This design comes from an exercise in tuning for small area on the open sky130 flow, not from production work.
Only simulation tests tie the RTL to the original design; equivalence was not proved.
Power figures rest on the tool's default switching activity, not on a simulated workload.

==> flow/design.v <==
module physics_core (
   input wire           aclk,
   input wire           aresetn,
   input wire [15:0]    ip_pc_paddle_1_X,
   input wire [15:0]    ip_pc_paddle_1_Y,
   input wire [15:0]    ip_pc_paddle_1_Z,
   input wire           ip_pc_paddle_1_valid,
   input wire [15:0]    ip_pc_paddle_2_X,
   input wire [15:0]    ip_pc_paddle_2_Y,
   input wire [15:0]    ip_pc_paddle_2_Z,
   input wire           ip_pc_paddle_2_valid,
   input wire [15:0]    iBall_X,
   input wire [15:0]    iBall_Y,
   input wire [15:0]    iBall_Z,
   output wire [15:0]   pc_gr_ball_X_p1,
   output wire [15:0]   pc_gr_ball_Y_p1,
   output wire [15:0]   pc_gr_ball_Z_p1,
   output wire [15:0]   pc_gr_paddle_1_X_p1,
   output wire [15:0]   pc_gr_paddle_1_Y_p1,
   output wire [15:0]   pc_gr_paddle_1_Z_p1,
   output wire [15:0]   pc_gr_paddle_2_X_p1,
   output wire [15:0]   pc_gr_paddle_2_Y_p1,
   output wire [15:0]   pc_gr_paddle_2_Z_p1
);
localparam [1:0] S_IDLE = 2'd0, S_HIT1 = 2'd1, S_HIT2 = 2'd2, S_MOVE = 2'd3;
localparam [15:0] GRAVITY = 16'd10;
function [16:0] radd;
   input [15:0] a;
   input [15:0] b;
   input        ci;
   integer i;
   reg c;
   begin
      c = ci;
      for (i = 0; i < 16; i = i + 1) begin
         radd[i] = a[i] ^ b[i] ^ c;
         c = (a[i] & b[i]) | (a[i] & c) | (b[i] & c);
      end
      radd[16] = c;
   end
endfunction
reg [15:0] p1x, p1y, p1z, p2x, p2y, p2z;
reg [15:0] bx, by, bz;
reg [15:0] ux, uy, uz;
reg [1:0]  state;
wire idle    = (state == S_IDLE);
wire hit1_st = (state == S_HIT1);
wire [15:0] nax = ~(hit1_st ? ip_pc_paddle_1_X : bx);
wire [15:0] nay = ~(hit1_st ? ip_pc_paddle_1_Y : by);
wire [15:0] naz = ~(hit1_st ? ip_pc_paddle_1_Z : bz);
wire [16:0] f1x = radd(nax, p1x, 1'b1);
wire [16:0] f1y = radd(nay, p1y, 1'b1);
wire [16:0] f1z = radd(naz, p1z, 1'b1);
wire [16:0] f2x = radd(nax, p2x, 1'b1);
wire [16:0] f2y = radd(nay, p2y, 1'b1);
wire [16:0] d2z = radd(naz, p2z, 1'b1);
wire hit1 = !f1x[16] && (f1x[15:0] >= 16'd65462) &&
            !f1y[16] && (f1y[15:0] >= 16'd65487) &&
            !f1z[16] && (f1z[15:0] == 16'd65520);
wire hit2 = !f2x[16] && (f2x[15:0] >= 16'd65462) &&
            !f2y[16] && (f2y[15:0] >= 16'd65487) &&
             d2z[16] && (d2z[15:0] == 16'd16);
wire gx = !f1x[16];
wire gy = !f1y[16];
wire gz = !f1z[16];
wire [16:0] mx = radd(f1x[15:0], GRAVITY, 1'b0);
wire [16:0] my = radd(f1y[15:0], GRAVITY, 1'b0);
wire [16:0] mz = radd(f1z[15:0], GRAVITY, 1'b0);
wire [16:0] nx = radd(nax, ux, 1'b0);
wire [16:0] ny = radd(nay, uy, 1'b0);
wire [16:0] nz = radd(naz, uz, 1'b0);
wire wall_x = (bx >= 16'd640);
wire wall_y = (by >= 16'd480) || (by == 16'd0);
wire [1:0] next_hit = hit1 ? S_HIT1 : hit2 ? S_HIT2 : S_IDLE;
always @(posedge aclk) begin
   if (!aresetn) begin
      p1x <= 16'd0; p1y <= 16'd0; p1z <= 16'd0;
      p2x <= 16'd0; p2y <= 16'd0; p2z <= 16'd0;
      bx  <= 16'd0; by  <= 16'd0; bz  <= 16'd0;
      state <= S_IDLE;
   end else begin
      case (state)
         S_IDLE: begin
            if (ip_pc_paddle_1_valid) begin
               p1x <= ip_pc_paddle_1_X;
               p1y <= ip_pc_paddle_1_Y;
               p1z <= ip_pc_paddle_1_Z;
            end
            if (ip_pc_paddle_2_valid) begin
               p2x <= ip_pc_paddle_2_X;
               p2y <= ip_pc_paddle_2_Y;
               p2z <= ip_pc_paddle_2_Z;
            end
            bx <= iBall_X; by <= iBall_Y; bz <= iBall_Z;
            state <= next_hit;
         end
         S_HIT1: state <= S_MOVE;
         S_HIT2: state <= S_MOVE;
         S_MOVE: begin
            bx <= wall_x ? 16'd320 : ~nx[15:0];
            by <= (!wall_x && wall_y) ? 16'd240 : ~ny[15:0];
            bz <= ~nz[15:0];
            state <= next_hit;
         end
      endcase
   end
end
always @(posedge aclk) begin
   if (idle) begin
      ux <= GRAVITY; uy <= GRAVITY; uz <= GRAVITY;
   end else if (hit1_st) begin
      if (gx) ux <= mx[15:0];
      if (gy) uy <= my[15:0];
      if (gz) uz <= mz[15:0];
   end
end
assign pc_gr_ball_X_p1 = bx;
assign pc_gr_ball_Y_p1 = by;
assign pc_gr_ball_Z_p1 = bz;
assign pc_gr_paddle_1_X_p1 = p1x;
assign pc_gr_paddle_1_Y_p1 = p1y;
assign pc_gr_paddle_1_Z_p1 = p1z;
assign pc_gr_paddle_2_X_p1 = p2x;
assign pc_gr_paddle_2_Y_p1 = p2y;
assign pc_gr_paddle_2_Z_p1 = p2z;
endmodule
==> flow/flow/run.sh <==
#!/bin/bash
# Own layout flow: ORFS as the standard.sh runs it, with these changes to
# how the layout is made:
#  - synthesis maps logic with an area-oriented ABC script (flow/abc_area.script)
#    instead of ORFS's delay-oriented one;
#  - right after synthesis maps the full adders, flow/fafix.py picks each full
#    adder's polarity to save inverters (a full adder is self-dual);
#    the rest of synthesis is unchanged, so the registers, their names and
#    cells are the standard synthesis's;
#  - the port buffers are the smallest buffer cell;
#  - the clock tree uses small clock buffers; knobs in flow/knobs.sh.
# Each tool's full output goes to the ORFS logs under orfs/logs and to
# make_finish.log here.
set -euo pipefail
here=$(pwd)
rm -rf "$here/scripts_mod"
cp -r "$FLOW_HOME/scripts" "$here/scripts_mod"
cp "$here/flow/abc_area.script" "$here/scripts_mod/abc_speed.script"
python3 - "$here/scripts_mod/synth.tcl" <<'PY'
import sys
p = sys.argv[1]
s = open(p).read()
old = """  opt -fast -purge
  dont_use_after_adder_step"""
new = """  opt -fast -purge
  write_json $::env(RESULTS_DIR)/pre_fafix.json
  exec python3 $::env(FAFIX_PY) $::env(RESULTS_DIR)/pre_fafix.json $::env(RESULTS_DIR)/post_fafix.json $::env(DESIGN_NAME) >@ stdout
  delete $::env(DESIGN_NAME)
  read_json $::env(RESULTS_DIR)/post_fafix.json
  hierarchy -top $::env(DESIGN_NAME)
  opt_clean -purge
  dont_use_after_adder_step"""
assert s.count(old) == 1
open(p, 'w').write(s.replace(old, new))
PY
export FAFIX_PY="$here/flow/fafix.py"
source "$here/flow/knobs.sh"
bash standard.sh SCRIPTS_DIR="$here/scripts_mod" "${KNOBS[@]}" finish > make_finish.log 2>&1
==> flow/flow/abc_area.script <==
strash
dch -f
amap
strash
dch -f
amap
topo
==> flow/flow/fafix.py <==
#!/usr/bin/env python3
"""Choose the polarity of each full-adder cell to save inverters.

A full adder is self-dual: fa(~a, ~b, ~c) = (~cout, ~sum). Yosys's extract_fa
fixes each adder's polarity on its own, which leaves inverters between the
cells of a carry chain and on their operands. This reads the netlist (Yosys
JSON) right after the adders are mapped, removes every $_NOT_ gate, picks for
each sky130 fa cell whether to build it on complemented signals (a local
search that minimises the inverters needed next to adder pins), and adds back
one $_NOT_ per signal that is needed in the polarity its driver does not give.
The function of the module is unchanged.
usage: fafix.py in.json out.json top
"""
import json, sys, random

FA = 'sky130_fd_sc_hd__fa_1'
HARD_IN = {  # cell type -> input pins whose inverters logic mapping cannot absorb
    'sky130_fd_sc_hd__fa_1': ('A', 'B', 'CIN'),
    'sky130_fd_sc_hd__ha_1': ('A', 'B'),
}
SOFT_W = 0.4

def main(inp, outp, top):
    d = json.load(open(inp))
    m = d['modules'][top]
    cells = m['cells']
    maxbit = 1
    for n in m['netnames'].values():
        for b in n['bits']:
            if isinstance(b, int): maxbit = max(maxbit, b)
    for c in cells.values():
        for bits in c['connections'].values():
            for b in bits:
                if isinstance(b, int): maxbit = max(maxbit, b)
    nots = {}  # Y bit -> A bit
    notcells = []
    for name, c in cells.items():
        if c['type'] == '$_NOT_':
            nots[c['connections']['Y'][0]] = c['connections']['A'][0]
            notcells.append(name)

    def lit(b):
        inv = 0
        seen = 0
        while isinstance(b, int) and b in nots:
            b = nots[b]; inv ^= 1; seen += 1
            if seen > 1000: raise SystemExit('NOT loop')
        if isinstance(b, str):  # constant
            if b in ('0', '1') and inv:
                return ('1' if b == '0' else '0', 0)
            return (b, 0) if not inv else (b, 1)
        return (b, inv)

    fas = [n for n, c in cells.items() if c['type'] == FA]
    fa_idx = {n: i for i, n in enumerate(fas)}
    # base bit -> driving fa index (its outputs)
    out_fa = {}
    for n in fas:
        for p in ('COUT', 'SUM'):
            out_fa[m['cells'][n]['connections'][p][0]] = fa_idx[n]
    # consumers: list of (cellname or None for port, pin/portname, index, base, inv, hard, fa_index or -1)
    cons = []
    for name, c in cells.items():
        if c['type'] == '$_NOT_':
            continue
        dirs = c.get('port_directions', {})
        for p, bits in c['connections'].items():
            if dirs.get(p, 'input') != 'input':
                continue
            for k, b in enumerate(bits):
                base, inv = lit(b)
                hard = p in HARD_IN.get(c['type'], ())
                cons.append((name, p, k, base, inv, hard, fa_idx.get(name, -1) if c['type'] == FA else -1))
    port_bits = []  # (original bit, base, inv) of output port bits
    pinned = set()
    for pname, pd in m['ports'].items():
        if pd['direction'] == 'output':
            for k, b in enumerate(pd['bits']):
                base, inv = lit(b)
                if isinstance(b, int) and b in out_fa:
                    pinned.add(out_fa[b])
                if isinstance(b, int) and b in nots:
                    port_bits.append((b, base, inv))
                    cons.append((None, pname, k, base, inv, True, -1))

    # per base: list of consumer indices
    by_base = {}
    for i, cn in enumerate(cons):
        if isinstance(cn[3], int):
            by_base.setdefault(cn[3], []).append(i)
    bases = list(by_base)
    pol = [0] * len(fas)
    # bases touched by each fa (its outputs and its inputs' bases)
    touch = [set() for _ in fas]
    for b in bases:
        if b in out_fa: touch[out_fa[b]].add(b)
        for i in by_base[b]:
            if cons[i][6] >= 0: touch[cons[i][6]].add(b)

    def base_cost(b):
        phys = pol[out_fa[b]] if b in out_fa else 0
        hard = soft = False
        for i in by_base[b]:
            _, _, _, _, inv, h, f = cons[i]
            need = inv ^ (pol[f] if f >= 0 else 0)
            if need != phys:
                if h: hard = True
                else: soft = True
        return 1.0 if hard else (SOFT_W if soft else 0.0)

    def local(f):
        return sum(base_cost(b) for b in touch[f])

    total0 = sum(base_cost(b) for b in bases)
    rnd = random.Random(1)
    improved = True
    it = 0
    while improved and it < 100:
        improved = False
        it += 1
        order = list(range(len(fas)))
        rnd.shuffle(order)
        for f in order:
            if f in pinned: continue
            before = local(f)
            pol[f] ^= 1
            after = local(f)
            if after < before - 1e-9:
                improved = True
            else:
                pol[f] ^= 1
    # try flipping pairs of neighbouring cells (carry chains)
    for _ in range(3):
        for f in range(len(fas)):
            for b in list(touch[f]):
                for i in by_base[b]:
                    g = cons[i][6]
                    if g < 0 or g == f or f in pinned or g in pinned: continue
                    s = touch[f] | touch[g]
                    before = sum(base_cost(x) for x in s)
                    pol[f] ^= 1; pol[g] ^= 1
                    after = sum(base_cost(x) for x in s)
                    if after >= before - 1e-9:
                        pol[f] ^= 1; pol[g] ^= 1
    total1 = sum(base_cost(b) for b in bases)

    # rebuild
    for n in notcells:
        del cells[n]
    inv_bit = {}
    newcells = {}
    def get_inv(b):
        if b not in inv_bit:
            nonlocal maxbit
            maxbit += 1
            nb = maxbit
            inv_bit[b] = nb
            newcells['$fafix$not$%d' % nb] = {
                'hide_name': 1, 'type': '$_NOT_', 'parameters': {}, 'attributes': {},
                'port_directions': {'A': 'input', 'Y': 'output'},
                'connections': {'A': [b], 'Y': [nb]}}
        return inv_bit[b]
    for (name, p, k, base, inv, hard, f) in cons:
        need = inv ^ (pol[f] if f >= 0 else 0)
        if isinstance(base, str):
            if base in ('0', '1'):
                v = base if not need else ('1' if base == '0' else '0')
            else:
                v = base  # x/z: leave
            bit = v
        else:
            phys = pol[out_fa[base]] if base in out_fa else 0
            bit = base if need == phys else get_inv(base)
        if name is None:
            # the port keeps its bit, which a NOT drove: drive it again
            b0 = m['ports'][p]['bits'][k]
            newcells['$fafix$portdrv$%d' % b0] = {
                'hide_name': 1, 'type': '$_BUF_', 'parameters': {}, 'attributes': {},
                'port_directions': {'A': 'input', 'Y': 'output'},
                'connections': {'A': [bit], 'Y': [b0]}}
        else:
            cells[name]['connections'][p][k] = bit
    cells.update(newcells)
    # netnames of NOT outputs that vanished: drop them; names on flipped fa
    # outputs now carry the complement, so drop those too (purely cosmetic)
    driven = set()
    for c in cells.values():
        for p, bits in c['connections'].items():
            if c.get('port_directions', {}).get(p) == 'output':
                driven.update(b for b in bits if isinstance(b, int))
    for pd in m['ports'].values():
        if pd['direction'] == 'input':
            driven.update(b for b in pd['bits'] if isinstance(b, int))
    flipped_out = set(b for b, f in out_fa.items() if pol[f])
    for nn in list(m['netnames']):
        if nn in m['ports']:
            continue
        bits = m['netnames'][nn]['bits']
        if any(isinstance(b, int) and (b not in driven or b in flipped_out) for b in bits):
            del m['netnames'][nn]
    json.dump({'creator': d.get('creator', ''), 'modules': {top: m}}, open(outp, 'w'))
    print('fafix: %d fa cells, %d flipped, %d NOT gates before, %d after, cost %.1f -> %.1f'
          % (len(fas), sum(pol), len(notcells), len(newcells), total0, total1))

if __name__ == '__main__':
    main(sys.argv[1], sys.argv[2], sys.argv[3])
==> flow/flow/knobs.sh <==
KNOBS=(
  "BUFFER_PORTS_ARGS=-buffer_cell sky130_fd_sc_hd__buf_1"
  "CTS_ARGS=-sink_clustering_enable -repair_clock_nets -buf_list sky130_fd_sc_hd__clkbuf_8 -dont_use_dummy_load"
  "CORE_UTILIZATION=70"
  "PLACE_DENSITY=0.75"
  "SLEW_MARGIN=5"
  "CAP_MARGIN=5"
)
==> flow/standard.sh <==
#!/bin/bash
# synth_recipe.tcl (not shown) runs the flow's synth.tcl, then flattens the netlist and writes it again
# the make line also repeats each setting of config.mk as NAME=value (left out here)
make -C /OpenROAD-flow-scripts/flow DESIGN_CONFIG=/design/flow/config.mk WORK_HOME=/design/flow/orfs CLKGATE_MAP_FILE= SYNTH_SCRIPT=/design/flow/synth_recipe.tcl "${@:-finish}"
==> flow/config.mk <==
export PLATFORM = sky130hd
export DESIGN_NAME = physics_core
export DESIGN_NICKNAME = physics_core
export VERILOG_FILES = /design/flow/design.v
export SDC_FILE = /design/flow/constraint.sdc
export NUM_CORES = 4
export LEC_CHECK = 0
export CAP_MARGIN = 20
export CORE_MARGIN = 2
export CORE_UTILIZATION = 40
export SLEW_MARGIN = 20
==> flow/constraint.sdc <==
create_clock -name core_clock -period 10.0 [get_ports {aclk}]
set_input_delay 2.0000 -clock core_clock [delete_from_list [all_inputs] [get_ports {aclk}]]
set_output_delay 2.0000 -clock core_clock [all_outputs]
set_load 0.01 [all_outputs]
==> out/qor.json, run 1 <==
{
  "insertedDiodeCount": {"value": 0},
  "cts_hold_repair.buffers": {"value": 0},
  "postLayoutCellArea": {"value": 0.0122, "unit": "sq mm"},
  "synth.top_cell.area_share": {"value": 36.8, "unit": "%"},
  "port_buffers": {"value": 291},
  "cts.path.max_buffers": {"value": 2},
  "avgRoutedWirePerCell": {"value": 21.1, "unit": "um"},
  "numCtsBuffers": {"value": 17},
  "clock_power_share": {"value": 23.4, "unit": "%"},
  "dpl-instance-area": {"value": 0.0120, "unit": "sq mm"},
  "antenna_violating_nets_post_route": {"value": 0},
  "core_area": {"value": 0.0146, "unit": "sq mm"},
  "clock_tree.root_cell": {"value": "sky130_fd_sc_hd__clkbuf_8"},
  "count_of_different_cell_masters_after_synthesis": {"value": 30},
  "criticalPathCategory": {"value": "input port to register"},
  "fillerInstances": {"value": 990},
  "floorplan.die_area": {"value": 0.0161, "unit": "sq mm"},
  "routed_wl": {"value": 32300, "unit": "um"},
  "chipWidth": {"value": 127, "unit": "um"},
  "post_cts_resized": {"value": 0},
  "synth.yosys.warnings": {"value": 1},
  "clk_pin_slew": {"value": 0.08, "unit": "ns"},
  "cp.arrival": {"value": 9.76, "unit": "ns"},
  "power_leakage": {"value": 4.40, "unit": "nW"},
  "ys_seq_area_share": {"value": 36.8, "unit": "%"},
  "pin_count_of_the_biggest_net_entering_global_routing": {"value": 65},
  "rsz0062_at_grt": {"value": "no"},
  "grt_util_all_layers": {"value": 41.4, "unit": "%"},
  "data_required_time_at_the_worst_endpoint": {"value": 10.33, "unit": "ns"},
  "vias_per_cell": {"value": 6.65},
  "outcome": {"value": "complete, no violations"},
  "cts_htree_levels": {"value": 4},
  "fp-row-count": {"value": 44},
  "syn_inst": {"value": 1026},
  "via_count_of_the_first_global_routing_pass": {"value": 10200},
  "crit_path_start_kind": {"value": "input port"},
  "internal_power": {"value": 1.15, "unit": "mW"},
  "initialDrtViolationCount": {"value": 1039},
  "postSynth.asyncResetShare": {"value": 0, "unit": "%"},
  "syn-num-nets": {"value": 1356},
  "fin_setup_tns": {"value": 0, "unit": "ns"},
  "cp-end-kind": {"value": "register"},
  "fmax": {"value": 106, "unit": "MHz"},
  "syn_avg_cell_area": {"value": 10.3, "unit": "sq um"},
  "final_layout_size_suffix_gt1_share": {"value": 2.97, "unit": "%"},
  "p_sw_share": {"value": 32.1, "unit": "%"},
  "synth_largest_area_cell": {"value": "sky130_fd_sc_hd__dfxtp_1"},
  "clk-insertion-delay-late": {"value": 0.47, "unit": "ns"},
  "detailed_place_hpwl": {"value": 23200, "unit": "um"},
  "die_height": {"value": 127, "unit": "um"},
  "synth.area.top_cells": {"value": "sky130_fd_sc_hd__dfxtp_1 37%, sky130_fd_sc_hd__fa_1 25%, sky130_fd_sc_hd__o22ai_1 8.4%"},
  "timing.max_cap.violations": {"value": 0},
  "p_per_area": {"value": 138, "unit": "mW/mm^2"},
  "proportion_of_power_drawn_by_flip_flops_and_latches": {"value": 50.7, "unit": "%"},
  "num_vias": {"value": 10200},
  "report.power.total": {"value": 1.69, "unit": "mW"},
  "number_of_nets_in_the_finished_design": {"value": 1681},
  "hold_class": {"value": "register to register"},
  "areaGrowthSynthToFinish": {"value": 16.0, "unit": "%"},
  "layout_min_cycle_time": {"value": 9.42, "unit": "ns"},
  "rrSetupSlack": {"value": 0.91, "unit": "ns"},
  "number_of_enable_type_register_cells_in_the_synthesized_netlist": {"value": 0},
  "slew_headroom": {"value": 21.1, "unit": "%"},
  "syn-cell-area": {"value": 0.0106, "unit": "sq mm"},
  "period_share": {"value": 94.2, "unit": "%"},
  "tritoncts": {"value": "yes"},
  "ir_drop": {"value": 0.0000927, "unit": "V"},
  "timing.final.hold_violations": {"value": 0},
  "initial_core_util": {"value": 72.0, "unit": "%"},
  "initial_antenna_violation_count": {"value": 1},
  "numClockSinks": {"value": 194},
  "power_switching": {"value": 542, "unit": "uW"},
  "cts_setup_buffers": {"value": 0},
  "grt_overflow": {"value": 0},
  "number_of_storage_elements_in_the_synthesis_netlist": {"value": 194},
  "count_of_pins_on_the_block_boundary": {"value": 292},
  "detail_route.drc_violations": {"value": 0},
  "yosys_most_used_dff": {"value": "sky130_fd_sc_hd__dfxtp_1"},
  "worst_clock_skew": {"value": 0.0215, "unit": "ns"},
  "final_max_slew_viol_count": {"value": 0},
  "worstMarginPinSlew": {"value": 1.18, "unit": "ns"},
  "critical_path.max_fanout": {"value": 3},
  "gpl.final_weighted_congestion": {"value": 0.908},
  "drt_pass1_iterations": {"value": 5},
  "power_frac_comb": {"value": 25.9, "unit": "%"},
  "setup-violations-final": {"value": 0},
  "grt_first_pass_wirelength": {"value": 51500, "unit": "um"}
}
[cells in the mapped netlist, drive strengths merged, types with 3 or more instances]
master and number:
nor2 182, nand4 14, clkinv 54, a211oi 9, nor4 7, a22oi 43, o21ai 47, nor3 19
a31oi 3, o221ai 6, dfxtp 194, or3 11, a221oi 19, o22ai 141, a21oi 50, fa 131
ha 51, nand2 30
[per-stage QoR]
stage | hold slack, ns | cells | worst slack [ns] | utilization, %
2_1_floorplan | 0.476 | 1026 | 0.326 | -
3_3_place_gp | 0.457 | 1516 | 0.304 | 81.9
3_5_place_dp | 0.468 | 1516 | 0.135 | 81.9
4_1_cts | 0.483 | 1533 | 0.595 | 83.5
5_1_grt | 0.510 | 1533 | 0.257 | 83.5
6_report | 0.482 | 1533 | 0.577 | 83.5
[metal layers]
| metal | track usage (%) | vias to the layer above | wire, um |
|---|---|---|---|
| met5 | 0.310 | - | 13 |
| met4 | 18.8 | 2 | 1360 |
| met1 | 51.0 | 4794 | 11800 |
| met2 | 68.2 | 829 | 15300 |
| li1 | - | 4427 | - |
| met3 | 12.0 | 146 | 3870 |
[cells in the final DEF, fill, tap and decap left out, types with 28 or more instances in the layout]
cell type                  count
sky130_fd_sc_hd__a21oi_1      50
sky130_fd_sc_hd__a22oi_1      43
sky130_fd_sc_hd__buf_1       291
sky130_fd_sc_hd__clkinv_1     51
sky130_fd_sc_hd__dfxtp_1     194
sky130_fd_sc_hd__fa_1        131
sky130_fd_sc_hd__ha_1         48
sky130_fd_sc_hd__nand2_1      28
sky130_fd_sc_hd__nor2_1      182
sky130_fd_sc_hd__o21ai_0      47
sky130_fd_sc_hd__o22ai_1     141
[state kept, by name, indices dropped and copies added, names as in the netlist]
name	flops
bx	16
by	16
bz	16
p1x	16
p1y	16
p1z	16
p2x	16
p2y	16
p2z	16
state	2
ux	16
uy	16
uz	16
[cell families (layout without fill, tap and decap cells)]
family,Yosys count,in the layout,synth area share (%)
adder cells (fa/ha/maj),182,182,30.9
flip-flops,194,194,36.8
AO/OA/AOI/OAI,323,323,19.3
buffers and inverters,54,377,1.92
AND/OR/NAND/NOR,273,273,11.0
[worst max-delay path: stages]
cell and delay, ns:
sky130_fd_sc_hd__buf_1 0.09, sky130_fd_sc_hd__o22ai_1 0.12, sky130_fd_sc_hd__clkinv_1 0.11, sky130_fd_sc_hd__ha_1 0.14
sky130_fd_sc_hd__clkinv_1 0.07, sky130_fd_sc_hd__fa_1 0.39, sky130_fd_sc_hd__fa_1 0.39, sky130_fd_sc_hd__fa_1 0.38
sky130_fd_sc_hd__fa_1 0.39, sky130_fd_sc_hd__fa_1 0.38, sky130_fd_sc_hd__fa_1 0.38, sky130_fd_sc_hd__fa_1 0.40
sky130_fd_sc_hd__fa_1 0.41, sky130_fd_sc_hd__fa_1 0.39, sky130_fd_sc_hd__fa_1 0.38, sky130_fd_sc_hd__fa_1 0.38
sky130_fd_sc_hd__fa_1 0.40, sky130_fd_sc_hd__fa_1 0.42, sky130_fd_sc_hd__fa_1 0.43, sky130_fd_sc_hd__fa_1 0.55
sky130_fd_sc_hd__nand4_1 0.10, sky130_fd_sc_hd__or4_1 0.51, sky130_fd_sc_hd__nor4_1 0.27, sky130_fd_sc_hd__nor4b_1 0.10
sky130_fd_sc_hd__nor2_1 0.11, sky130_fd_sc_hd__nor2_1 0.05
[layout make-up]
class	instances	area, sq um	area share [%]
clock buffers	17	234	1.91
inverters	54	205	1.68
multi-input cells	778	6480	52.9
flip-flops and latches	194	3880	31.7
well taps	184	230	1.88
repair buffers	306	1200	9.85
[worst paths after layout]
path | from | end | cells after the start
setup reg to reg | state[1] | state[1] | 29
hold reg to reg | p2x[0] | p2x[0] | 2
setup / recovery | ip_pc_paddle_1_Z[0] | state[1] | 26
hold / removal | p2x[0] | p2x[0] | 2
[power by group through the flow]
stage          Sequential [mW]  Clock (mW)  Combinational [mW]
2_1_floorplan            0.878           0               0.255
3_3_place_gp             0.872           0               0.410
3_5_place_dp             0.872           0               0.426
4_1_cts                  0.854       0.391               0.432
5_1_grt                  0.860       0.421               0.490
6_report                 0.855       0.396               0.437
==> inputs of run 2 (changes only) <==
==> flow/flow/knobs.sh (replaced) <==
KNOBS=(
  "BUFFER_PORTS_ARGS=-buffer_cell sky130_fd_sc_hd__buf_1"
  "CTS_ARGS=-sink_clustering_enable -repair_clock_nets -buf_list sky130_fd_sc_hd__clkbuf_16 -sink_clustering_size 40 -sink_clustering_max_diameter 100 -dont_use_dummy_load"
  "CORE_UTILIZATION=70"
  "PLACE_DENSITY=0.75"
  "SLEW_MARGIN=5"
  "CAP_MARGIN=5"
)
==> out/qor.json, run 2 <==
{
  "outcome": {"value": "complete, no violations", "change": "unchanged"},
  "vias_per_cell": {"value": 6.70, "change": "was 6.65"},
  "drt_pass1_iterations": {"value": 5, "change": "unchanged"},
  "detailed_place_hpwl": {"value": 23200, "unit": "um", "change": "unchanged"},
  "number_of_nets_in_the_finished_design": {"value": 1681, "change": "unchanged"},
  "cts.path.max_buffers": {"value": 2, "change": "unchanged"},
  "fp-row-count": {"value": 44, "change": "unchanged"},
  "p_sw_share": {"value": 30.6, "unit": "%", "change": "was 32.1%"},
  "gr-max-usage-layer": {"value": "met2", "change": "unchanged"},
  "fin_util": {"value": 84.9, "unit": "%", "change": "was 83.5%"},
  "timing.final.hold_violations": {"value": 0, "change": "unchanged"},
  "number_of_storage_elements_in_the_synthesis_netlist": {"value": 194, "change": "unchanged"},
  "top_library_cells_by_usage_in_the_layout_fill_and_taps_aside": {"value": "291 x sky130_fd_sc_hd__buf_1, 194 x sky130_fd_sc_hd__dfxtp_1, 182 x sky130_fd_sc_hd__nor2_1, 141 x sky130_fd_sc_hd__o22ai_1, 131 x sky130_fd_sc_hd__fa_1", "change": "unchanged"},
  "grt_overflow": {"value": 0, "change": "unchanged"},
  "critical_path.max_fanout": {"value": 3, "change": "unchanged"},
  "yosys_most_used_dff": {"value": "sky130_fd_sc_hd__dfxtp_1", "change": "unchanged"},
  "pin_count_of_the_biggest_net_entering_global_routing": {"value": 65, "change": "unchanged"},
  "postSynth.asyncResetShare": {"value": 0, "unit": "%", "change": "unchanged"},
  "proportion_of_power_drawn_by_flip_flops_and_latches": {"value": 46.0, "unit": "%", "change": "was 50.7%"},
  "ys_seq_area_share": {"value": 36.8, "unit": "%", "change": "unchanged"},
  "grt.met1_usage": {"value": 50.9, "unit": "%", "change": "was 51.0%"},
  "cts_hold_repair.buffers": {"value": 0, "change": "unchanged"},
  "cts_htree_levels": {"value": 4, "change": "unchanged"},
  "routed_wl": {"value": 33000, "unit": "um", "change": "was 32300 um"},
  "synth_most_common_cell": {"value": "sky130_fd_sc_hd__dfxtp_1", "change": "unchanged"},
  "port_buffers": {"value": 291, "change": "unchanged"},
  "number_of_enable_type_register_cells_in_the_synthesized_netlist": {"value": 0, "change": "unchanged"},
  "numCtsBuffers": {"value": 17, "change": "unchanged"},
  "final_max_slew_viol_count": {"value": 0, "change": "unchanged"},
  "synth.area.top_cells": {"value": "sky130_fd_sc_hd__dfxtp_1 37%, sky130_fd_sc_hd__fa_1 25%, sky130_fd_sc_hd__o22ai_1 8.4%", "change": "unchanged"},
  "areaGrowthSynthToFinish": {"value": 17.8, "unit": "%", "change": "was 16.0%"},
  "detail_route.drc_violations": {"value": 0, "change": "unchanged"},
  "syn-num-nets": {"value": 1356, "change": "unchanged"},
  "timing.max_cap.violations": {"value": 0, "change": "unchanged"},
  "synth.top_cell.area_share": {"value": 36.8, "unit": "%", "change": "unchanged"},
  "insertedDiodeCount": {"value": 0, "change": "unchanged"},
  "die_height": {"value": 127, "unit": "um", "change": "unchanged"},
  "floorplan.die_area": {"value": 0.0161, "unit": "sq mm", "change": "unchanged"},
  "ir_drop": {"value": 0.000131, "unit": "V", "change": "was 0.0000927 V"},
  "grt_util_all_layers": {"value": 41.8, "unit": "%", "change": "was 41.4%"},
  "clk-insertion-delay-late": {"value": 0.44, "unit": "ns", "change": "was 0.47 ns"},
  "clk_pin_slew": {"value": 0.06, "unit": "ns", "change": "was 0.08 ns"},
  "grt.met2_usage": {"value": 68.9, "unit": "%", "change": "was 68.2%"},
  "slew_headroom": {"value": 20.6, "unit": "%", "change": "was 21.1%"},
  "hold_class": {"value": "register to register", "change": "unchanged"},
  "power_frac_comb": {"value": 23.8, "unit": "%", "change": "was 25.9%"},
  "p_per_area": {"value": 150, "unit": "mW/mm^2", "change": "was 138 mW/mm^2"},
  "cp-end-kind": {"value": "register", "change": "unchanged"},
  "initialDrtViolationCount": {"value": 938, "change": "was 1039"},
  "final_layout_size_suffix_gt1_share": {"value": 2.97, "unit": "%", "change": "unchanged"},
  "syn_inst": {"value": 1026, "change": "unchanged"},
  "chipWidth": {"value": 127, "unit": "um", "change": "unchanged"},
  "internal_power": {"value": 1.29, "unit": "mW", "change": "was 1.15 mW"},
  "tritoncts": {"value": "yes", "change": "unchanged"},
  "antenna_violating_nets_post_route": {"value": 0, "change": "unchanged"},
  "count_of_different_cell_masters_after_synthesis": {"value": 30, "change": "unchanged"},
  "synth_largest_area_cell": {"value": "sky130_fd_sc_hd__dfxtp_1", "change": "unchanged"},
  "count_of_pins_on_the_block_boundary": {"value": 292, "change": "unchanged"},
  "power_switching": {"value": 569, "unit": "uW", "change": "was 542 uW"},
  "period_share": {"value": 95.1, "unit": "%", "change": "was 94.2%"},
  "setup-violations-final": {"value": 0, "change": "unchanged"},
  "initial_core_util": {"value": 72.0, "unit": "%", "change": "unchanged"},
  "final_common_cell": {"value": "sky130_fd_sc_hd__buf_1", "change": "unchanged"},
  "core_area": {"value": 0.0146, "unit": "sq mm", "change": "unchanged"},
  "worstMarginPinSlew": {"value": 1.19, "unit": "ns", "change": "was 1.18 ns"},
  "power_leakage": {"value": 4.49, "unit": "nW", "change": "was 4.40 nW"},
  "synth.yosys.warnings": {"value": 1, "change": "unchanged"},
  "data_required_time_at_the_worst_endpoint": {"value": 10.30, "unit": "ns", "change": "was 10.33 ns"},
  "clock_tree.root_cell": {"value": "sky130_fd_sc_hd__clkbuf_16", "change": "was sky130_fd_sc_hd__clkbuf_8"},
  "globalRouteMet3Util": {"value": 11.3, "unit": "%", "change": "was 12.0%"},
  "initial_antenna_violation_count": {"value": 1, "change": "unchanged"},
  "avgRoutedWirePerCell": {"value": 21.5, "unit": "um", "change": "was 21.1 um"},
  "fillerInstances": {"value": 930, "change": "was 990"},
  "cp.arrival": {"value": 9.80, "unit": "ns", "change": "was 9.76 ns"},
  "via_count_of_the_first_global_routing_pass": {"value": 10300, "change": "was 10200"},
  "num_vias": {"value": 10300, "change": "was 10200"},
  "worst_clock_skew": {"value": 0.0174, "unit": "ns", "change": "was 0.0215 ns"},
  "gpl.final_weighted_congestion": {"value": 0.908, "change": "unchanged"},
  "syn_avg_cell_area": {"value": 10.3, "unit": "sq um", "change": "unchanged"},
  "crit_path_start_kind": {"value": "input port", "change": "unchanged"},
  "crit_slowest_cell": {"value": "sky130_fd_sc_hd__fa_1", "change": "unchanged"},
  "maximum_cell_stage_delay_along_the_critical_path": {"value": 0.55, "unit": "ns", "change": "about the same"},
  "layout_min_cycle_time": {"value": 9.51, "unit": "ns", "change": "was 9.42 ns"},
  "fin_setup_tns": {"value": 0, "unit": "ns", "change": "unchanged"},
  "fmax": {"value": 105, "unit": "MHz", "change": "was 106 MHz"},
  "clock_power_share": {"value": 30.2, "unit": "%", "change": "was 23.4%"},
  "rsz0062_at_grt": {"value": "no", "change": "unchanged"},
  "cts_setup_buffers": {"value": 0, "change": "unchanged"},
  "crit_path_frequent_cell": {"value": "sky130_fd_sc_hd__fa_1", "change": "unchanged"},
  "criticalPathCategory": {"value": "input port to register", "change": "unchanged"},
  "netlist_top_cells_count": {"value": "194 x sky130_fd_sc_hd__dfxtp_1, 182 x sky130_fd_sc_hd__nor2_1, 141 x sky130_fd_sc_hd__o22ai_1", "change": "unchanged"},
  "numClockSinks": {"value": 194, "change": "unchanged"},
  "post_cts_resized": {"value": 0, "change": "unchanged"},
  "grt_first_pass_wirelength": {"value": 52000, "unit": "um", "change": "was 51500 um"},
  "syn-cell-area": {"value": 0.0106, "unit": "sq mm", "change": "unchanged"}
}
==> run 2: cell counts after synthesis <==
No cell type changed its count.
==> run 2: area by class of cell <==
cell class / instances / area, sq um / area share, %
clock buffer: 17 / 425 / 3.42
inverter: 54 / 205 / 1.65
multi-input combinational: 778 / 6480 / 52.1
sequential: 194 / 3880 / 31.3
tap: 184 / 230 / 1.85
timing repair buffer: 306 / 1200 / 9.70
==> run 2: metrics by stage <==
stage	hold WS, ns	power [mW]	cell area (sq um)	setup WS (ns)	cells
floorplan	0.476	1.13	10600	0.326	1026
global route	0.511	1.94	12400	0.253	1533
CTS	0.478	1.85	12400	0.539	1533
finish	0.476	1.86	12400	0.494	1533
global placement	0.457	1.28	12000	0.304	1516
detailed placement	0.468	1.30	12000	0.135	1516
==> run 2: worst paths after layout <==
kind	start	end	slack, ns	cells after the start
min	p2x[0]	p2x[0]	0.48	2
max reg2reg	state[1]	state[1]	0.90	29
min reg2reg	p2x[0]	p2x[0]	0.48	2
max	ip_pc_paddle_1_Z[0]	state[1]	0.49	26
==> run 2: worst max-delay path, delay by kind of cell <==
| family | cells | cell delay, ns |
|---|---|---|
| adders and majority gates | 16 | 6.26 |
| AOI/OAI and AO/OA | 1 | 0.12 |
| buffers and inverters | 3 | 0.27 |
| and+or+nand+nor | 6 | 1.15 |
==> run 2: routing by layer <==
layer  vias to the layer above  part of all wire (%)
met5                         -                     0
met4                         0                   4.7
met3                       165                    12
met1                      4835                    36
li1                       4432                     -
met2                       833                    47
==> run 2: power groups by stage <==
stage,Clock (mW),Combinational [mW],Sequential [mW]
CTS,0.557,0.435,0.855
floorplan,0,0.255,0.878
detailed placement,0,0.426,0.872
finish,0.563,0.444,0.856
global route,0.587,0.493,0.861
global placement,0,0.410,0.872
==> run 2: cell families (layout without fill, tap and decap cells) <==
kind of cell / count (synthesis) / after routing / synth area share, %
AOI/OAI and AO/OA: 323 / 323 / 19.3
adders and majority gates: 182 / 182 / 30.9
buffers and inverters: 54 / 377 / 1.92
DFF: 194 / 194 / 36.8
and+or+nand+nor: 273 / 273 / 11.0
==> inputs of run 3 (changes only) <==
==> flow/flow/knobs.sh (replaced) <==
KNOBS=(
  "BUFFER_PORTS_ARGS=-buffer_cell sky130_fd_sc_hd__buf_1"
  "CTS_BUF_LIST=sky130_fd_sc_hd__clkbuf_8"
  "CORE_UTILIZATION=70"
  "PLACE_DENSITY=0.75"
)
==> out/qor.json, run 3 <==
{
  "outcome": {"value": "complete, no violations", "change": "unchanged"},
  "initialDrtViolationCount": {"value": 1091, "change": "was 938"},
  "grt.met2_usage": {"value": 70.0, "unit": "%", "change": "was 68.9%"},
  "cp-end-kind": {"value": "register", "change": "unchanged"},
  "synth.top_cell.area_share": {"value": 36.8, "unit": "%", "change": "unchanged"},
  "number_of_storage_elements_in_the_synthesis_netlist": {"value": 194, "change": "unchanged"},
  "pin_count_of_the_biggest_net_entering_global_routing": {"value": 65, "change": "unchanged"},
  "hold_class": {"value": "register to register", "change": "unchanged"},
  "number_of_nets_in_the_finished_design": {"value": 1681, "change": "unchanged"},
  "timing.final.hold_violations": {"value": 0, "change": "unchanged"},
  "yosys_most_used_dff": {"value": "sky130_fd_sc_hd__dfxtp_1", "change": "unchanged"},
  "synth.yosys.warnings": {"value": 1, "change": "unchanged"},
  "synth_largest_area_cell": {"value": "sky130_fd_sc_hd__dfxtp_1", "change": "unchanged"},
  "initial_antenna_violation_count": {"value": 0, "change": "was 1"},
  "final_max_slew_viol_count": {"value": 0, "change": "unchanged"},
  "cts_htree_levels": {"value": 4, "change": "unchanged"},
  "syn_inst": {"value": 1026, "change": "unchanged"},
  "num_vias": {"value": 10300, "change": "about the same"},
  "areaGrowthSynthToFinish": {"value": 17.9, "unit": "%", "change": "was 17.8%"},
  "criticalPathCategory": {"value": "input port to register", "change": "unchanged"},
  "syn-num-nets": {"value": 1356, "change": "unchanged"},
  "vias_per_cell": {"value": 6.65, "change": "was 6.70"},
  "layout_min_cycle_time": {"value": 9.41, "unit": "ns", "change": "was 9.51 ns"},
  "worst-r2r-cell-count": {"value": 29, "change": "unchanged"},
  "floorplan.die_area": {"value": 0.0161, "unit": "sq mm", "change": "unchanged"},
  "slew_headroom": {"value": 28.0, "unit": "%", "change": "was 20.6%"},
  "worst_clock_skew": {"value": 0.00867, "unit": "ns", "change": "was 0.0174 ns"},
  "cts.path.max_buffers": {"value": 2, "change": "unchanged"},
  "gpl.final_weighted_congestion": {"value": 0.908, "change": "unchanged"},
  "worstSetupStartpoint": {"value": "ip_pc_paddle_1_Z[0]", "change": "unchanged"},
  "clk-insertion-delay-late": {"value": 0.48, "unit": "ns", "change": "was 0.44 ns"},
  "numCtsBuffers": {"value": 17, "change": "unchanged"},
  "die_height": {"value": 127, "unit": "um", "change": "unchanged"},
  "number_of_enable_type_register_cells_in_the_synthesized_netlist": {"value": 0, "change": "unchanged"},
  "initial_core_util": {"value": 72.0, "unit": "%", "change": "unchanged"},
  "period_share": {"value": 94.1, "unit": "%", "change": "was 95.1%"},
  "worstSetupPathDepth": {"value": 26, "change": "unchanged"},
  "fmax": {"value": 106, "unit": "MHz", "change": "was 105 MHz"},
  "cp-endpoint": {"value": "state[1]", "change": "unchanged"},
  "worstMarginPinSlew": {"value": 1.08, "unit": "ns", "change": "was 1.19 ns"},
  "cts_setup_buffers": {"value": 0, "change": "unchanged"},
  "chipWidth": {"value": 127, "unit": "um", "change": "unchanged"},
  "detailed_place_hpwl": {"value": 23200, "unit": "um", "change": "unchanged"},
  "port_buffers": {"value": 291, "change": "unchanged"},
  "tritoncts": {"value": "yes", "change": "unchanged"},
  "fp-row-count": {"value": 44, "change": "unchanged"},
  "fin_setup_tns": {"value": 0, "unit": "ns", "change": "unchanged"},
  "drt_pass1_iterations": {"value": 6, "change": "was 5"},
  "ir_drop": {"value": 0.000110, "unit": "V", "change": "was 0.000131 V"},
  "rrSetupSlack": {"value": 0.82, "unit": "ns", "change": "was 0.90 ns"},
  "critical_path.max_fanout": {"value": 3, "change": "unchanged"},
  "cts_hold_repair.buffers": {"value": 0, "change": "unchanged"},
  "stdcell_count": {"value": 1547, "change": "was 1533"},
  "crit_path_start_kind": {"value": "input port", "change": "unchanged"},
  "regToRegStartpoint": {"value": "state[1]", "change": "unchanged"},
  "post_cts_resized": {"value": 0, "change": "unchanged"},
  "count_of_different_cell_masters_after_synthesis": {"value": 30, "change": "unchanged"},
  "crit_slowest_cell": {"value": "sky130_fd_sc_hd__fa_1", "change": "unchanged"},
  "p_per_area": {"value": 150, "unit": "mW/mm^2", "change": "about the same"},
  "count_of_pins_on_the_block_boundary": {"value": 292, "change": "unchanged"},
  "ys_seq_area_share": {"value": 36.8, "unit": "%", "change": "unchanged"},
  "data_required_time_at_the_worst_endpoint": {"value": 10.35, "unit": "ns", "change": "was 10.30 ns"},
  "dpl.cell_count": {"value": 1516, "change": "unchanged"},
  "critPathBufInv": {"value": 3, "change": "unchanged"},
  "syn-cell-area": {"value": 0.0106, "unit": "sq mm", "change": "unchanged"},
  "maximum_cell_stage_delay_along_the_critical_path": {"value": 0.54, "unit": "ns", "change": "was 0.55 ns"},
  "detail_route.drc_violations": {"value": 0, "change": "unchanged"},
  "timing.hold.ws": {"value": 0.480, "unit": "ns", "change": "was 0.476 ns"},
  "clock_tree.root_cell": {"value": "sky130_fd_sc_hd__clkbuf_8", "change": "was sky130_fd_sc_hd__clkbuf_16"},
  "timing.max_cap.violations": {"value": 0, "change": "unchanged"},
  "rr_endpoint": {"value": "state[1]", "change": "unchanged"},
  "final_common_cell": {"value": "sky130_fd_sc_hd__buf_1", "change": "unchanged"},
  "rsz0062_at_grt": {"value": "no", "change": "unchanged"},
  "antenna_violating_nets_post_route": {"value": 0, "change": "unchanged"},
  "netlist_top_cells_count": {"value": "194 x sky130_fd_sc_hd__dfxtp_1, 182 x sky130_fd_sc_hd__nor2_1, 141 x sky130_fd_sc_hd__o22ai_1", "change": "unchanged"},
  "fin_util": {"value": 85.0, "unit": "%", "change": "was 84.9%"},
  "crit_path_frequent_cell": {"value": "sky130_fd_sc_hd__fa_1", "change": "unchanged"},
  "top_library_cells_by_usage_in_the_layout_fill_and_taps_aside": {"value": "291 x sky130_fd_sc_hd__buf_1, 194 x sky130_fd_sc_hd__dfxtp_1, 182 x sky130_fd_sc_hd__nor2_1, 141 x sky130_fd_sc_hd__o22ai_1, 131 x sky130_fd_sc_hd__fa_1", "change": "unchanged"},
  "gr-max-usage-layer": {"value": "met2", "change": "unchanged"},
  "grt_first_pass_wirelength": {"value": 52800, "unit": "um", "change": "was 52000 um"},
  "numClockSinks": {"value": 194, "change": "unchanged"},
  "syn_avg_cell_area": {"value": 10.3, "unit": "sq um", "change": "unchanged"},
  "grt_util_all_layers": {"value": 42.6, "unit": "%", "change": "was 41.8%"},
  "routed_wl": {"value": 33600, "unit": "um", "change": "was 33000 um"},
  "cp.arrival": {"value": 9.76, "unit": "ns", "change": "was 9.80 ns"},
  "core_area": {"value": 0.0146, "unit": "sq mm", "change": "unchanged"},
  "power_leakage": {"value": 4.51, "unit": "nW", "change": "was 4.49 nW"},
  "globalRouteMet3Util": {"value": 10.8, "unit": "%", "change": "was 11.3%"},
  "grt.met1_usage": {"value": 52.8, "unit": "%", "change": "was 50.9%"},
  "insertedDiodeCount": {"value": 0, "change": "unchanged"},
  "postSynth.asyncResetShare": {"value": 0, "unit": "%", "change": "unchanged"},
  "clk_pin_slew": {"value": 0.09, "unit": "ns", "change": "was 0.06 ns"},
  "avgRoutedWirePerCell": {"value": 21.7, "unit": "um", "change": "was 21.5 um"},
  "grt_overflow": {"value": 0, "change": "unchanged"},
  "setup-violations-final": {"value": 0, "change": "unchanged"},
  "critPathTopFamily": {"value": "adder cells", "change": "unchanged"},
  "synth_most_common_cell": {"value": "sky130_fd_sc_hd__dfxtp_1", "change": "unchanged"},
  "synth.area.top_cells": {"value": "sky130_fd_sc_hd__dfxtp_1 37%, sky130_fd_sc_hd__fa_1 25%, sky130_fd_sc_hd__o22ai_1 8.4%", "change": "unchanged"},
  "final_layout_size_suffix_gt1_share": {"value": 3.89, "unit": "%", "change": "was 2.97%"},
  "via_count_of_the_first_global_routing_pass": {"value": 10200, "change": "was 10300"}
}
[run 3: worst min path at each step]
stage                start  endpoint  slack, ns  cells past startpoint
floorplan            ux[0]     ux[0]       0.48                      2
global placement    p1x[0]    p1x[0]       0.46                      2
detailed placement  p1x[0]    p1x[0]       0.47                      2
CTS                 p1x[0]    p1x[0]       0.48                      2
global route        p2y[0]    p2y[0]       0.51                      2
finish              p2x[0]    p2x[0]       0.48                      2
[run 3: routing by layer]
layer / wire (um) / part of all wire, % / vias up
li1: - / - / 4452
met1: 11900 / 35 / 4825
met2: 16000 / 48 / 851
met3: 4010 / 12 / 166
met4: 1700 / 5.1 / 0
met5: 0 / 0 / -
[run 3: worst reg2reg max path, delay by kind of cell (launching register included)]
kind	cells	cell delay (ns)
and+or+nand+nor	6	0.98
adders and majority gates	17	6.69
buffers and inverters	5	0.87
DFF	1	0.35
AOI/OAI and AO/OA	1	0.16
[run 3: cell type report]
type | instances | area, sq um
sequential | 194 | 3880
fill | 941 | 2200
tap | 184 | 230
multi-input combinational | 778 | 6480
clock buffer | 20 | 275
timing repair buffer | 306 | 1200
clock inverter | 11 | 160
inverter | 54 | 206
[run 3: report_power, final]
part	leakage [nW]	switching [mW]	total [mW]	internal (mW)
Sequential	1.60	0.0461	0.856	0.810
Combinational	2.68	0.258	0.447	0.188
Clock	0.226	0.277	0.566	0.289
[run 3: cells by family after synthesis]
group | after synthesis | synth area share [%]
buffers and inverters | 54 | 1.92
AO/OA/AOI/OAI | 323 | 19.3
adder cells (fa/ha/maj) | 182 | 30.9
flip-flops | 194 | 36.8
AND/OR/NAND/NOR | 273 | 11.0
[run 3: through the flow]
stage / cell area [sq um] / setup WS (ns) / power (mW)
after floorplan: 10600 / 0.326 / 1.13
after global placement: 12000 / 0.304 / 1.28
after detailed placement: 12000 / 0.135 / 1.30
after CTS: 12400 / 0.624 / 1.85
after global routing: 12400 / 0.269 / 1.95
final: 12400 / 0.592 / 1.87
==> inputs of run 4 (changes only) <==
==> flow/flow/knobs.sh (replaced) <==
KNOBS=(
  "BUFFER_PORTS_ARGS=-buffer_cell sky130_fd_sc_hd__buf_1"
  "CTS_ARGS=-sink_clustering_enable -repair_clock_nets -buf_list sky130_fd_sc_hd__clkbuf_8 -root_buf sky130_fd_sc_hd__clkbuf_16 -sink_clustering_size 30 -sink_clustering_max_diameter 60 -dont_use_dummy_load"
  "CORE_UTILIZATION=80"
  "PLACE_DENSITY=0.85"
  "SLEW_MARGIN=5"
  "CAP_MARGIN=5"
)
==> out/qor.json, run 4 <==
{
  "gpl.final_weighted_congestion": {"value": 0.960, "change": "was 0.908"},
  "netlist_top_cells_count": {"value": "194 x sky130_fd_sc_hd__dfxtp_1, 182 x sky130_fd_sc_hd__nor2_1, 141 x sky130_fd_sc_hd__o22ai_1", "change": "unchanged"},
  "synth.top_cell.area_share": {"value": 36.8, "unit": "%", "change": "unchanged"},
  "syn_inst": {"value": 1026, "change": "unchanged"},
  "syn-num-nets": {"value": 1356, "change": "unchanged"},
  "pin_count_of_the_biggest_net_entering_global_routing": {"value": 65},
  "chipWidth": {"value": 119, "unit": "um", "change": "was 127 um"},
  "grt_first_pass_wirelength": {"value": 76800, "unit": "um"},
  "dpl.cell_count": {"value": 1505, "change": "was 1516"},
  "via_count_of_the_first_global_routing_pass": {"value": 13700},
  "number_of_enable_type_register_cells_in_the_synthesized_netlist": {"value": 0, "change": "unchanged"},
  "count_of_pins_on_the_block_boundary": {"value": 292, "change": "unchanged"},
  "cts_hold_repair.buffers": {"value": 0, "change": "unchanged"},
  "synth_largest_area_cell": {"value": "sky130_fd_sc_hd__dfxtp_1", "change": "unchanged"},
  "outcome": {"value": "did not finish", "change": "was complete, no violations"},
  "synth.yosys.warnings": {"value": 1, "change": "unchanged"},
  "cts_setup_buffers": {"value": 0, "change": "unchanged"},
  "grt_util_all_layers": {"value": 72.3, "unit": "%"},
  "yosys_most_used_dff": {"value": "sky130_fd_sc_hd__dfxtp_1", "change": "unchanged"},
  "number_of_storage_elements_in_the_synthesis_netlist": {"value": 194, "change": "unchanged"},
  "numCtsBuffers": {"value": 17, "change": "unchanged"},
  "postSynth.asyncResetShare": {"value": 0, "unit": "%", "change": "unchanged"},
  "numClockSinks": {"value": 194, "change": "unchanged"},
  "count_of_different_cell_masters_after_synthesis": {"value": 30, "change": "unchanged"},
  "grt_overflow": {"value": 8},
  "ys_seq_area_share": {"value": 36.8, "unit": "%", "change": "unchanged"},
  "synth.area.top_cells": {"value": "sky130_fd_sc_hd__dfxtp_1 37%, sky130_fd_sc_hd__fa_1 25%, sky130_fd_sc_hd__o22ai_1 8.4%", "change": "unchanged"},
  "syn_avg_cell_area": {"value": 10.3, "unit": "sq um", "change": "unchanged"},
  "post_cts_resized": {"value": 0, "change": "unchanged"},
  "initial_core_util": {"value": 82.9, "unit": "%", "change": "was 72.0%"},
  "cts.path.max_buffers": {"value": 2, "change": "unchanged"},
  "port_buffers": {"value": 291, "change": "unchanged"},
  "detailed_place_hpwl": {"value": 28300, "unit": "um", "change": "was 23200 um"},
  "tool_error_message": {"value": "[ERROR GRT-0116] Global routing finished with congestion. Check the congestion regions in the DRC Viewer."},
  "synth_most_common_cell": {"value": "sky130_fd_sc_hd__dfxtp_1", "change": "unchanged"},
  "clock_tree.root_cell": {"value": "sky130_fd_sc_hd__clkbuf_16", "change": "was sky130_fd_sc_hd__clkbuf_8"},
  "cts_htree_levels": {"value": 4, "change": "unchanged"},
  "die_height": {"value": 119, "unit": "um", "change": "was 127 um"},
  "fp-row-count": {"value": 41, "change": "was 44"},
  "lastStage": {"value": "global routing (5_1_grt)"},
  "syn-cell-area": {"value": 0.0106, "unit": "sq mm", "change": "unchanged"}
}
-- run 4: cells by family after synthesis --
kind of cell	count (synthesis)	share of synthesized area, %
AO/OA/AOI/OAI	323	19.3
adder cells (fa/ha/maj)	182	30.9
buffers and inverters	54	1.92
flip-flops	194	36.8
AND/OR/NAND/NOR	273	11.0
-- run 4: worst max-delay path by stage --
| stage | startpoint | to | slack, ns | cells past startpoint |
|---|---|---|---|---|
| after floorplan | ip_pc_paddle_1_X[0] | ux[15] | 0.33 | 23 |
| after global placement | ip_pc_paddle_1_Z[0] | state[1] | 0.33 | 26 |
| after detailed placement | ip_pc_paddle_1_Z[0] | state[1] | -0.25 | 26 |
| after CTS | ip_pc_paddle_1_Z[0] | state[1] | 0.02 | 26 |
-- run 4: power by group through the flow --
| stage | clock (mW) | sequential (mW) | combinational (mW) |
|---|---|---|---|
| after floorplan | 0 | 0.878 | 0.255 |
| after global placement | 0 | 0.870 | 0.402 |
| after detailed placement | 0 | 0.872 | 0.457 |
| after CTS | 0.401 | 0.856 | 0.492 |
-- run 4: per-layer routing --
| metal | GRT overflow | global-route usage (%) |
|---|---|---|
| met5 | 0 | 2.21 |
| met4 | 6 | 67.1 |
| met3 | 0 | 50.5 |
| met2 | 2 | 94.1 |
| met1 | 0 | 75.8 |
-- run 4: metrics by stage --
step / area [sq um] / worst slack [ns] / util, % / hold slack [ns] / power, mW
floorplan: 10600 / 0.326 / - / 0.476 / 1.13
CTS: 12200 / 0.0177 / 96.2 / 0.484 / 1.75
global placement: 12000 / 0.329 / 94.3 / 0.455 / 1.27
detailed placement: 12000 / -0.248 / 94.3 / 0.450 / 1.33
==> inputs of run 5 (changes only) <==
--- a/flow/design.v
+++ b/flow/design.v
@@ -76,7 +76,6 @@
    if (!aresetn) begin
       p1x <= 16'd0; p1y <= 16'd0; p1z <= 16'd0;
       p2x <= 16'd0; p2y <= 16'd0; p2z <= 16'd0;
-      bx  <= 16'd0; by  <= 16'd0; bz  <= 16'd0;
       state <= S_IDLE;
    end else begin
       case (state)
@@ -91,28 +90,34 @@
                p2y <= ip_pc_paddle_2_Y;
                p2z <= ip_pc_paddle_2_Z;
             end
-            bx <= iBall_X; by <= iBall_Y; bz <= iBall_Z;
             state <= next_hit;
          end
          S_HIT1: state <= S_MOVE;
          S_HIT2: state <= S_MOVE;
-         S_MOVE: begin
-            bx <= wall_x ? 16'd320 : ~nx[15:0];
-            by <= (!wall_x && wall_y) ? 16'd240 : ~ny[15:0];
-            bz <= ~nz[15:0];
-            state <= next_hit;
-         end
+         S_MOVE: state <= next_hit;
       endcase
    end
 end
+wire move    = (state == S_MOVE);
+wire c_load  = aresetn & idle;
+wire c_hold  = aresetn & !idle & !move;
+wire c_mx    = aresetn & move & !wall_x;              
+wire c_my    = aresetn & move & !(!wall_x && wall_y);  
+wire c_mz    = aresetn & move;
+wire c_wx    = aresetn & move & wall_x;                
+wire c_wy    = aresetn & move & !wall_x && wall_y;     
 always @(posedge aclk) begin
-   if (idle) begin
-      ux <= GRAVITY; uy <= GRAVITY; uz <= GRAVITY;
-   end else if (hit1_st) begin
-      if (gx) ux <= mx[15:0];
-      if (gy) uy <= my[15:0];
-      if (gz) uz <= mz[15:0];
-   end
+   bx <= ({16{c_load}} & iBall_X) | ({16{c_mx}} & ~nx[15:0]) | ({16{c_hold}} & bx) | ({16{c_wx}} & 16'd320);
+   by <= ({16{c_load}} & iBall_Y) | ({16{c_my}} & ~ny[15:0]) | ({16{c_hold}} & by) | ({16{c_wy}} & 16'd240);
+   bz <= ({16{c_load}} & iBall_Z) | ({16{c_mz}} & ~nz[15:0]) | ({16{c_hold}} & bz);
+end
+wire c_ux = hit1_st & gx;
+wire c_uy = hit1_st & gy;
+wire c_uz = hit1_st & gz;
+always @(posedge aclk) begin
+   ux <= ({16{idle}} & GRAVITY) | ({16{c_ux}} & mx[15:0]) | ({16{!idle && !c_ux}} & ux);
+   uy <= ({16{idle}} & GRAVITY) | ({16{c_uy}} & my[15:0]) | ({16{!idle && !c_uy}} & uy);
+   uz <= ({16{idle}} & GRAVITY) | ({16{c_uz}} & mz[15:0]) | ({16{!idle && !c_uz}} & uz);
 end
 assign pc_gr_ball_X_p1 = bx;
 assign pc_gr_ball_Y_p1 = by;
==> flow/flow/knobs.sh (replaced) <==
KNOBS=(
  "BUFFER_PORTS_ARGS=-buffer_cell sky130_fd_sc_hd__buf_1"
  "CTS_ARGS=-sink_clustering_enable -repair_clock_nets -buf_list sky130_fd_sc_hd__clkbuf_8 -dont_use_dummy_load"
  "CORE_UTILIZATION=70"
  "PLACE_DENSITY=0.75"
  "SLEW_MARGIN=5"
  "CAP_MARGIN=5"
)
==> out/qor.json, run 5 <==
{
  "initial_antenna_violation_count": {"value": 0},
  "crit_path_frequent_cell": {"value": "sky130_fd_sc_hd__fa_1"},
  "num_vias": {"value": 9365},
  "clock_tree.root_cell": {"value": "sky130_fd_sc_hd__clkbuf_8", "change": "was sky130_fd_sc_hd__clkbuf_16"},
  "power_leakage": {"value": 4.42, "unit": "nW"},
  "areaGrowthSynthToFinish": {"value": 16.7, "unit": "%"},
  "timing.final.hold_violations": {"value": 0},
  "ys_seq_area_share": {"value": 38.2, "unit": "%", "change": "was 36.8%"},
  "core_area": {"value": 0.0144, "unit": "sq mm"},
  "cts.path.max_buffers": {"value": 2, "change": "unchanged"},
  "final_layout_size_suffix_gt1_share": {"value": 3.14, "unit": "%"},
  "place_ws": {"value": 0.158, "unit": "ns", "change": "was -0.248 ns"},
  "synth.yosys.warnings": {"value": 1, "change": "unchanged"},
  "outcome": {"value": "complete, no violations", "change": "was did not finish"},
  "detailed_place_hpwl": {"value": 23300, "unit": "um", "change": "was 28300 um"},
  "number_of_enable_type_register_cells_in_the_synthesized_netlist": {"value": 0, "change": "unchanged"},
  "grt_overflow": {"value": 0},
  "rrSetupSlack": {"value": 0.86, "unit": "ns"},
  "report.power.total": {"value": 1.68, "unit": "mW"},
  "port_buffers": {"value": 291, "change": "unchanged"},
  "syn-cell-area": {"value": 0.0102, "unit": "sq mm", "change": "was 0.0106 sq mm"},
  "postSynth.asyncResetShare": {"value": 0, "unit": "%", "change": "unchanged"},
  "synth.top_cell.area_share": {"value": 38.2, "unit": "%", "change": "was 36.8%"},
  "floorplan.die_area": {"value": 0.0155, "unit": "sq mm"},
  "critPathTopFamily": {"value": "adder cells"},
  "vias_per_cell": {"value": 6.56},
  "crit_slowest_cell": {"value": "sky130_fd_sc_hd__fa_1"},
  "cts_htree_levels": {"value": 4, "change": "unchanged"},
  "criticalPathCategory": {"value": "input port to register"},
  "grt_first_pass_wirelength": {"value": 48900, "unit": "um"},
  "worst_clock_skew": {"value": 0.0252, "unit": "ns"},
  "synth_largest_area_cell": {"value": "sky130_fd_sc_hd__dfxtp_1", "change": "unchanged"},
  "p_per_area": {"value": 142, "unit": "mW/mm^2"},
  "final_common_cell": {"value": "sky130_fd_sc_hd__buf_1"},
  "gpl.final_weighted_congestion": {"value": 0.933, "change": "was 0.960"},
  "avgRoutedWirePerCell": {"value": 21.7, "unit": "um"},
  "critPathBufInv": {"value": 3},
  "cp.arrival": {"value": 9.69, "unit": "ns"},
  "numCtsBuffers": {"value": 17, "change": "unchanged"},
  "initial_core_util": {"value": 70.7, "unit": "%", "change": "was 82.9%"},
  "grt_util_all_layers": {"value": 40.6, "unit": "%"},
  "cp-end-kind": {"value": "register"},
  "cts_setup_buffers": {"value": 0, "change": "unchanged"},
  "ir_drop": {"value": 0.000102, "unit": "V"},
  "worstMarginPinSlew": {"value": 1.14, "unit": "ns"},
  "clk_pin_slew": {"value": 0.09, "unit": "ns"},
  "min_to": {"value": "p2x[0]"},
  "numClockSinks": {"value": 194, "change": "unchanged"},
  "syn_avg_cell_area": {"value": 11.0, "unit": "sq um", "change": "was 10.3 sq um"},
  "final.setup.worst_slack": {"value": 0.634, "unit": "ns"},
  "count_of_pins_on_the_block_boundary": {"value": 292, "change": "unchanged"},
  "pin_count_of_the_biggest_net_entering_global_routing": {"value": 93},
  "yosys_most_used_dff": {"value": "sky130_fd_sc_hd__dfxtp_1", "change": "unchanged"},
  "drt_pass1_iterations": {"value": 5},
  "chipWidth": {"value": 124, "unit": "um", "change": "was 119 um"},
  "clk-insertion-delay-late": {"value": 0.49, "unit": "ns"},
  "cts_hold_repair.buffers": {"value": 0, "change": "unchanged"},
  "hold_depth": {"value": 2},
  "number_of_storage_elements_in_the_synthesis_netlist": {"value": 194, "change": "unchanged"},
  "hold_path_startpoint": {"value": "p2x[0]"},
  "top_library_cells_by_usage_in_the_layout_fill_and_taps_aside": {"value": "291 x sky130_fd_sc_hd__buf_1, 194 x sky130_fd_sc_hd__dfxtp_1, 139 x sky130_fd_sc_hd__o22ai_1, 131 x sky130_fd_sc_hd__fa_1, 117 x sky130_fd_sc_hd__nor2_1"},
  "setup-violations-final": {"value": 0},
  "detail_route.drc_violations": {"value": 0},
  "via_count_of_the_first_global_routing_pass": {"value": 9104},
  "layout_min_cycle_time": {"value": 9.37, "unit": "ns"},
  "fp-row-count": {"value": 44, "change": "was 41"},
  "netlist_top_cells_count": {"value": "194 x sky130_fd_sc_hd__dfxtp_1, 139 x sky130_fd_sc_hd__o22ai_1, 131 x sky130_fd_sc_hd__fa_1", "change": "was 194 x sky130_fd_sc_hd__dfxtp_1, 182 x sky130_fd_sc_hd__nor2_1, 141 x sky130_fd_sc_hd__o22ai_1"},
  "hold_class": {"value": "register to register"},
  "slew_headroom": {"value": 24.0, "unit": "%"},
  "antenna_violating_nets_post_route": {"value": 0},
  "number_of_nets_in_the_finished_design": {"value": 1576},
  "final_max_slew_viol_count": {"value": 0},
  "fmax": {"value": 107, "unit": "MHz"},
  "routed_wl": {"value": 31000, "unit": "um"},
  "data_required_time_at_the_worst_endpoint": {"value": 10.33, "unit": "ns"},
  "rr_endpoint": {"value": "state[1]"},
  "crit_path_start_kind": {"value": "input port"},
  "die_height": {"value": 124, "unit": "um", "change": "was 119 um"},
  "critical_path.max_fanout": {"value": 3},
  "rsz0062_at_grt": {"value": "no"},
  "regToRegStartpoint": {"value": "state[1]"},
  "fin_setup_tns": {"value": 0, "unit": "ns"},
  "syn-num-nets": {"value": 1250, "change": "was 1356"},
  "maximum_cell_stage_delay_along_the_critical_path": {"value": 0.54, "unit": "ns"},
  "synth.area.top_cells": {"value": "sky130_fd_sc_hd__dfxtp_1 38%, sky130_fd_sc_hd__fa_1 26%, sky130_fd_sc_hd__o22ai_1 8.6%", "change": "was sky130_fd_sc_hd__dfxtp_1 37%, sky130_fd_sc_hd__fa_1 25%, sky130_fd_sc_hd__o22ai_1 8.4%"},
  "worst-r2r-cell-count": {"value": 30},
  "syn_inst": {"value": 920, "change": "was 1026"},
  "synth_most_common_cell": {"value": "sky130_fd_sc_hd__dfxtp_1", "change": "unchanged"},
  "count_of_different_cell_masters_after_synthesis": {"value": 38, "change": "was 30"},
  "period_share": {"value": 93.7, "unit": "%"},
  "initialDrtViolationCount": {"value": 969},
  "post_cts_resized": {"value": 0, "change": "unchanged"},
  "tritoncts": {"value": "yes"},
  "insertedDiodeCount": {"value": 0},
  "fin_util": {"value": 82.5, "unit": "%"},
  "timing.max_cap.violations": {"value": 0}
}
-- run 5: cell count changes after synthesis, sizes merged, moves of 3 or more --
cell and delta:
nor3 -13, or3 -11, a21oi -41, o21ai +4
nand2 +3, a22oi -10, a221oi -15, a22o +36
nor2 -64, a211oi -9
-- run 5: routing by layer --
layer | part of all wire, % | track usage, % | vias up
met3 | 11 | 8.89 | 112
met2 | 48 | 65.4 | 707
met4 | 3.9 | 17.1 | 0
met5 | 0 | 0 | -
li1 | - | - | 4063
met1 | 37 | 53.9 | 4483
-- run 5: worst max-delay path by stage --
stage | startpoint | endpoint | cells past startpoint
after global routing | ip_pc_paddle_1_Y[0] | state[1] | 27
final | ip_pc_paddle_1_Y[0] | state[1] | 27
after floorplan | ip_pc_paddle_1_Z[0] | uz[15] | 22
after detailed placement | ip_pc_paddle_1_Y[0] | state[1] | 27
after global placement | ip_pc_paddle_1_Z[0] | state[1] | 26
after CTS | ip_pc_paddle_1_Y[0] | state[1] | 27
-- run 5: cell type report --
cell class | count | area, sq um
Clock buffer | 17 | 234
Fill cell | 912 | 2520
Inverter | 56 | 211
Multi-Input combinational cell | 670 | 6080
Sequential cell | 194 | 3880
Tap cell | 184 | 230
Timing Repair Buffer | 307 | 1210
-- run 5: through the flow --
stage | instance area (sq um) | hold slack, ns | instances
floorplan | 10200 | 0.432 | 920
global placement | 11600 | 0.462 | 1411
detailed placement | 11600 | 0.467 | 1411
CTS | 11900 | 0.477 | 1428
global route | 11900 | 0.505 | 1428
finish | 11900 | 0.482 | 1428
-- run 5: cell families (layout without fill, tap and decap cells) --
kind of cell	Yosys count	count (layout)	synth area share [%]
DFF	194	194	38.2
AOI/OAI and AO/OA	298	298	19.5
buffers and inverters	56	380	2.07
adders and majority gates	182	182	32.1
and+or+nand+nor	189	189	7.95
xor gates and xnor gates	1	1	0.0863
-- run 5: power breakdown --
part | total [mW] | leakage, nW | switching (mW) | internal (mW)
sequential | 0.856 | 1.60 | 0.0465 | 0.810
clock | 0.399 | 0.122 | 0.248 | 0.151
combinational | 0.428 | 2.69 | 0.246 | 0.182
-- run 5: worst register-to-register path, delay by kind of cell (launching register included) --
| kind | cells | cell delay (ns) |
|---|---|---|
| adder cells (fa/ha/maj) | 17 | 6.69 |
| AND/OR/NAND/NOR | 7 | 1.04 |
| buffers and inverters | 5 | 0.75 |
| flip-flops | 1 | 0.35 |
| AO/OA/AOI/OAI | 1 | 0.17 |

port drivers added, routing unchanged:
How much do the figures lean on ideal ports? The routed layouts below were timed once more, with nothing changed but the port constraints. Step 1 assumes that a clkbuf_16 drives the clock port and a buf_2 every other input. Step 2 also shifts input and output timing later by t, the mid clock arrival at the registers, as if the neighbouring blocks saw the same clock. Three values: no drivers, after step 1, after step 2; two values: the first two.
run | t, ns | setup slack, ns | hold WS [ns] | clock arrival spread, ns | cell pins on the clock port's net
run 1 | 0.504 | 0.577 / 0.591 / 0.087 | 0.482 / 0.482 / 0.482 | 0.024 / 0.025 | 1
run 2 | 0.477 | 0.494 / 0.513 / 0.036 | 0.476 / 0.476 / 0.476 | 0.017 / 0.018 | 1
run 3 | 0.519 | 0.592 / 0.606 / 0.087 | 0.480 / 0.480 / 0.480 | 0.010 / 0.010 | 1
run 5 | 0.517 | 0.634 / 0.652 / 0.135 | 0.482 / 0.482 / 0.482 | 0.026 / 0.026 | 1
After both steps every run listed still meets setup and hold. For run 3, which loses most, drivers alone change the setup slack by +0.014 ns; drivers and shift together by -0.505 ns.
